Context: an optimization exercise on an open-source flow, tuned for small area, a short achievable clock period and few clock cycles. The choices shown serve that exercise and are no tape-out recipe. Function was checked by simulation only, so behaviour that the tests miss may differ from the original. No activity file was given, so power comes from the tool's default toggle rates.

## mest_pro
module mest_pro#(
    parameter OP_CODE_SIZE     = 4,
    parameter INSTRUCTION_SIZE = OP_CODE_SIZE + 8 + 8 + 8,
    parameter ROM_DEPTH = 65536
)(
    input clk,
    input i_reset_n,
    input i_start,
    output [$clog2(ROM_DEPTH)-1  :0] o_prog_counter,
    input [INSTRUCTION_SIZE-1    :0] i_instruction,
    output [8-1 :0] o_result,
    output o_valid_result,
    output o_carry,
    output o_zero_flag,
    output o_all_done
);
wire       issue;       
wire       run;         
wire       start;
wire [3:0] op   = i_instruction[27:24];
wire       is_jmp  = issue & (op == 4'd8);
wire       is_ret  = issue & (op == 4'd9);
wire       is_halt = issue & (op == 4'd15);
wire       x_mul, x_s0, x_s1, x_b8, x_cin;
wire [7:0] x_a, x_b;
wire       x_valid;
mest_pro_ctrlr u_ctrlr(
    .clk        (clk),
    .i_reset_n  (i_reset_n),
    .i_start    (i_start),
    .i_redirect (is_jmp | is_ret),
    .i_halt     (is_halt),
    .o_start    (start),
    .o_run      (run),
    .o_issue    (issue),
    .o_all_done (o_all_done)
);
mest_pro_fetch u_fetch(
    .clk            (clk),
    .i_reset_n      (i_reset_n),
    .i_run          (run),
  ...
Settings: LEC_CHECK=0, ABC_AREA=1, CAP_MARGIN=20, CORE_MARGIN=2, CORE_UTILIZATION=60, CTS_BUF_LIST=sky130_fd_sc_hd__clkbuf_8, SETUP_SLACK_MARGIN=2.9, SLEW_MARGIN=20; clock period 5.0 ns.
standard.sh (not shown) runs the stock make flow with config.mk's settings and CLKGATE_MAP_FILE= SYNTH_SCRIPT=/design/flow/synth_recipe.tcl, a recipe that flattens the netlist after the stock synthesis.
==> flow/flow/run.sh <==
#!/bin/bash
# Layout: the standard synthesis, then the standard ORFS steps with plain
# buffers (not delay cells) on the ports and free resizing.
set -euo pipefail
bash standard.sh synth > synth.log 2>&1
bash standard.sh BUFFER_PORTS_ARGS="-buffer_cell sky130_fd_sc_hd__buf_1" MATCH_CELL_FOOTPRINT=0 finish > layout.log 2>&1
Testbench counts at the start, summed over its fixed seeds: cycles 7,274.
Change:
Settings changed: ABC_AREA 1 to unset, SETUP_SLACK_MARGIN 2.9 to 3.1.
=>
- wire length rises by 3.0%
- sequential cell count stays the same
- die area is lower by 1.7%
- total power went up by 3.7%
Change:
==> flow/run.sh (new file) <==
#!/bin/bash
# synth_recipe.tcl (not shown) runs the flow's synth.tcl, then flattens the netlist and writes it again
# the make line also repeats each setting of config.mk as NAME=value (left out here)
make -C /OpenROAD-flow-scripts/flow DESIGN_CONFIG=/design/flow/config.mk WORK_HOME=/design/flow/orfs CLKGATE_MAP_FILE= SYNTH_SCRIPT=/design/flow/synth_recipe.tcl finish
Settings changed: SETUP_SLACK_MARGIN 3.1 to 2.9.
removed: flow/flow/run.sh
removed: flow/standard.sh
=> Final area is lower by 2.1%. Register-to-register slack is worse by 50 ps. Hold slack hardly moves. Cell count is lower by 1.9%. Global-route usage is higher by 0.28 points. Flip-flop and latch count stays the same. Count of clock-buffer cells in the layout is lower by 1. Combinational power is lower by 5.6%. Total power is lower by 0.96%. Worst setup slack is worse by 52 ps.
Change:
==> flow/flow/run.sh (new file) <==
#!/bin/bash
# Layout: the standard synthesis, then the standard ORFS steps with plain
# buffers (not delay cells) on the ports and free resizing.
set -euo pipefail
bash standard.sh synth > synth.log 2>&1
bash standard.sh BUFFER_PORTS_ARGS="-buffer_cell sky130_fd_sc_hd__buf_2" MATCH_CELL_FOOTPRINT=0 finish > layout.log 2>&1
==> flow/standard.sh (new file) <==
#!/bin/bash
# synth_recipe.tcl (not shown) runs the flow's synth.tcl, then flattens the netlist and writes it again
# the make line also repeats each setting of config.mk as NAME=value (left out here)
make -C /OpenROAD-flow-scripts/flow DESIGN_CONFIG=/design/flow/config.mk WORK_HOME=/design/flow/orfs CLKGATE_MAP_FILE= SYNTH_SCRIPT=/design/flow/synth_recipe.tcl "${@:-finish}"
removed: flow/run.sh
Effect:
- cell area falls by 7.9%
- via count falls by 1.2%
- cell count falls by 3.8%
- global-route usage falls by 1.3 points
- worst setup slack loses 5.7 ps
- power falls by 3.7%
- wire length falls by 3.5%
- clock power is about the same
- sequential share of layout area rises by 2.9 points
- core utilization falls by 6.2 points
Change:
==> flow/flow/run.sh (replaced) <==
#!/bin/bash
# Layout: the standard synthesis, then the standard ORFS steps with plain
# buffers (not delay cells) on the ports and free resizing.
set -euo pipefail
bash standard.sh synth > synth.log 2>&1
bash standard.sh BUFFER_PORTS_ARGS="-buffer_cell sky130_fd_sc_hd__buf_1" MATCH_CELL_FOOTPRINT=0 finish > layout.log 2>&1
After rerunning:
- via count goes down by 1.5%
- wire length goes down by about 3%
- flip-flop and latch count stays the same
- first-iteration DRC count goes down by 9.6%
- non-clock buffer count does not change
- hold slack improves by 17 ps
- final area hardly moves
Change:
Settings changed: ABC_AREA set to 1, SETUP_SLACK_MARGIN 2.9 to 3.1.
What happened: The new run went through all stages and came out clean; utilization grows by 3.7 points; via count grows by 23%; final area grows by 9.5%; register-to-register slack gets worse by 20 ps.


Another version of the RTL of mest_pro (not shown whole).
Size: roughly 100 flip-flops, roughly 59 I/O pins, ~5100 um^2 of cells after synthesis.
export LEC_CHECK = 0
export ABC_AREA = 1
export CAP_MARGIN = 20
export CORE_MARGIN = 2
export CORE_UTILIZATION = 60
export CTS_BUF_LIST = sky130_fd_sc_hd__clkbuf_8
export SETUP_SLACK_MARGIN = 2.9
export SLEW_MARGIN = 20
export TNS_END_PERCENT = 20
create_clock -name core_clock -period 5.0 [get_ports {clk}]
==> flow/flow/run.sh <==
#!/bin/bash
# Layout: the standard synthesis, then the standard ORFS steps with plain
# buffers (not delay cells) on the ports and free resizing.
set -euo pipefail
bash standard.sh synth > synth.log 2>&1
bash standard.sh BUFFER_PORTS_ARGS="-buffer_cell sky130_fd_sc_hd__buf_1" MATCH_CELL_FOOTPRINT=0 finish > layout.log 2>&1
The first run completed with no timing, DRC or antenna violations.
Testbench counts at the start, summed over its fixed seeds: cycles 7,274.
Rerun with:
GPL_TIMING_DRIVEN = 1   (was default)
TNS_END_PERCENT = default   (was 20)
Final cell count barely changes.
Cell area grows by 1.1%.
Sequential power hardly moves.
Worst setup slack is better by 0.11 ns.
Routed wire length grows by 0.98%.
Non-clock buffer count grows by 2.
Total power grows by 0.31%.
Clock power stays flat.
Register-to-register slack is better by 0.11 ns.
Sequential share of layout area shrinks by 0.27 points.
Rerun with:
ABC_AREA = default   (was 1)
CTS_CLUSTER_DIAMETER = 100   (was default)
CTS_CLUSTER_SIZE = 40   (was default)
GPL_TIMING_DRIVEN = default   (was 1)
Outcome:
- worst hold slack gets worse by 0.0095 ns
- utilization increases by 1.4 points
- sequential share of layout area fell by 0.73 points
- via count decreases by 8.5%
- count of clock-buffer cells in the layout drops by 1
- wire length shrinks by 4.2%
- area after synthesis is about the same
- clock skew grows by 0.0052 ns
- total power rose by 2.4%
- clock power went down by 4.2%
Rerun with:
CTS_CLUSTER_DIAMETER = default   (was 100)
CTS_CLUSTER_SIZE = default   (was 40)
SETUP_SLACK_MARGIN = 2.5   (was 2.9)
- The new run passed the timing, DRC and antenna checks
- flip-flop and latch count does not change
- fmax goes down by 7.7%
- wire length goes down by 3.9%
- die area stays the same
- final cell count is lower by 1.2%
- area after synthesis does not change
Rerun with:
SETUP_SLACK_MARGIN = 2.9   (was 2.5)
The changed run finished clean.
Synthesized cell count stays the same.
Cell area came out higher by a few percent.
Clock skew came out higher by 0.0064 ns.
Worst hold slack gets worse by 0.0058 ns.

-- static timing again, ports no longer ideal --
The flow's constraints put no driver on any port. The routed layouts listed below were extracted and timed again, unchanged, in two steps.
Step 1, drivers: a clkbuf_16 drives clk and a buf_2 each remaining input, both assumed.
Step 2 also shifts input and output timing later by t, the mid clock arrival at the registers, as if the neighbouring blocks saw the same clock.
Three values: ideal ports, drivers, drivers and shift; two values: the first two.
| run | t, ns | setup WS [ns] | hold WS [ns] | worst setup path at the end | worst data-port slew with drivers (ns) |
|---|---|---|---|---|---|
| the first run of note 1 | 0.387 | 2.845 / 2.845 / 2.603 | 0.363 / 0.363 / 0.363 | input to register | 0.03 |
| the second run of note 1 | 0.388 | 2.887 / 2.887 / 2.667 | 0.336 / 0.336 / 0.336 | input to register | 0.05 |
| the third run of note 1 | 0.388 | 2.834 / 2.834 / 2.558 | 0.338 / 0.338 / 0.338 | input to register | 0.03 |
| the fourth run of note 1 | 0.377 | 2.828 / 2.828 / 2.625 | 0.314 / 0.314 / 0.314 | input to register | 0.03 |
| the fifth run of note 1 | 0.377 | 2.860 / 2.860 / 2.635 | 0.331 / 0.331 / 0.331 | input to register | 0.03 |
| the sixth run of note 1 | 0.386 | 2.841 / 2.841 / 2.791 | 0.356 / 0.356 / 0.356 | input to register | 0.03 |
| the first run of note 2 | 0.380 | 2.862 / 2.862 / 2.535 | 0.333 / 0.333 / 0.333 | input to register | 0.04 |
| the second run of note 2 | 0.378 | 2.968 / 2.935 / 2.615 | 0.337 / 0.337 / 0.337 | input to register | 0.04 |
| the third run of note 2 | 0.393 | 2.875 / 2.875 / 2.630 | 0.328 / 0.328 / 0.328 | input to register | 0.04 |
| the fourth run of note 2 | 0.387 | 2.697 / 2.697 / 2.393 | 0.333 / 0.333 / 0.333 | input to register | 0.03 |
| the fifth run of note 2 | 0.393 | 2.875 / 2.875 / 2.630 | 0.328 / 0.328 / 0.328 | input to register | 0.04 |
After both steps every run listed still meets setup and hold. For the second run of note 2, which loses most, drivers alone change the setup slack by -0.033 ns; drivers and shift together by -0.353 ns.
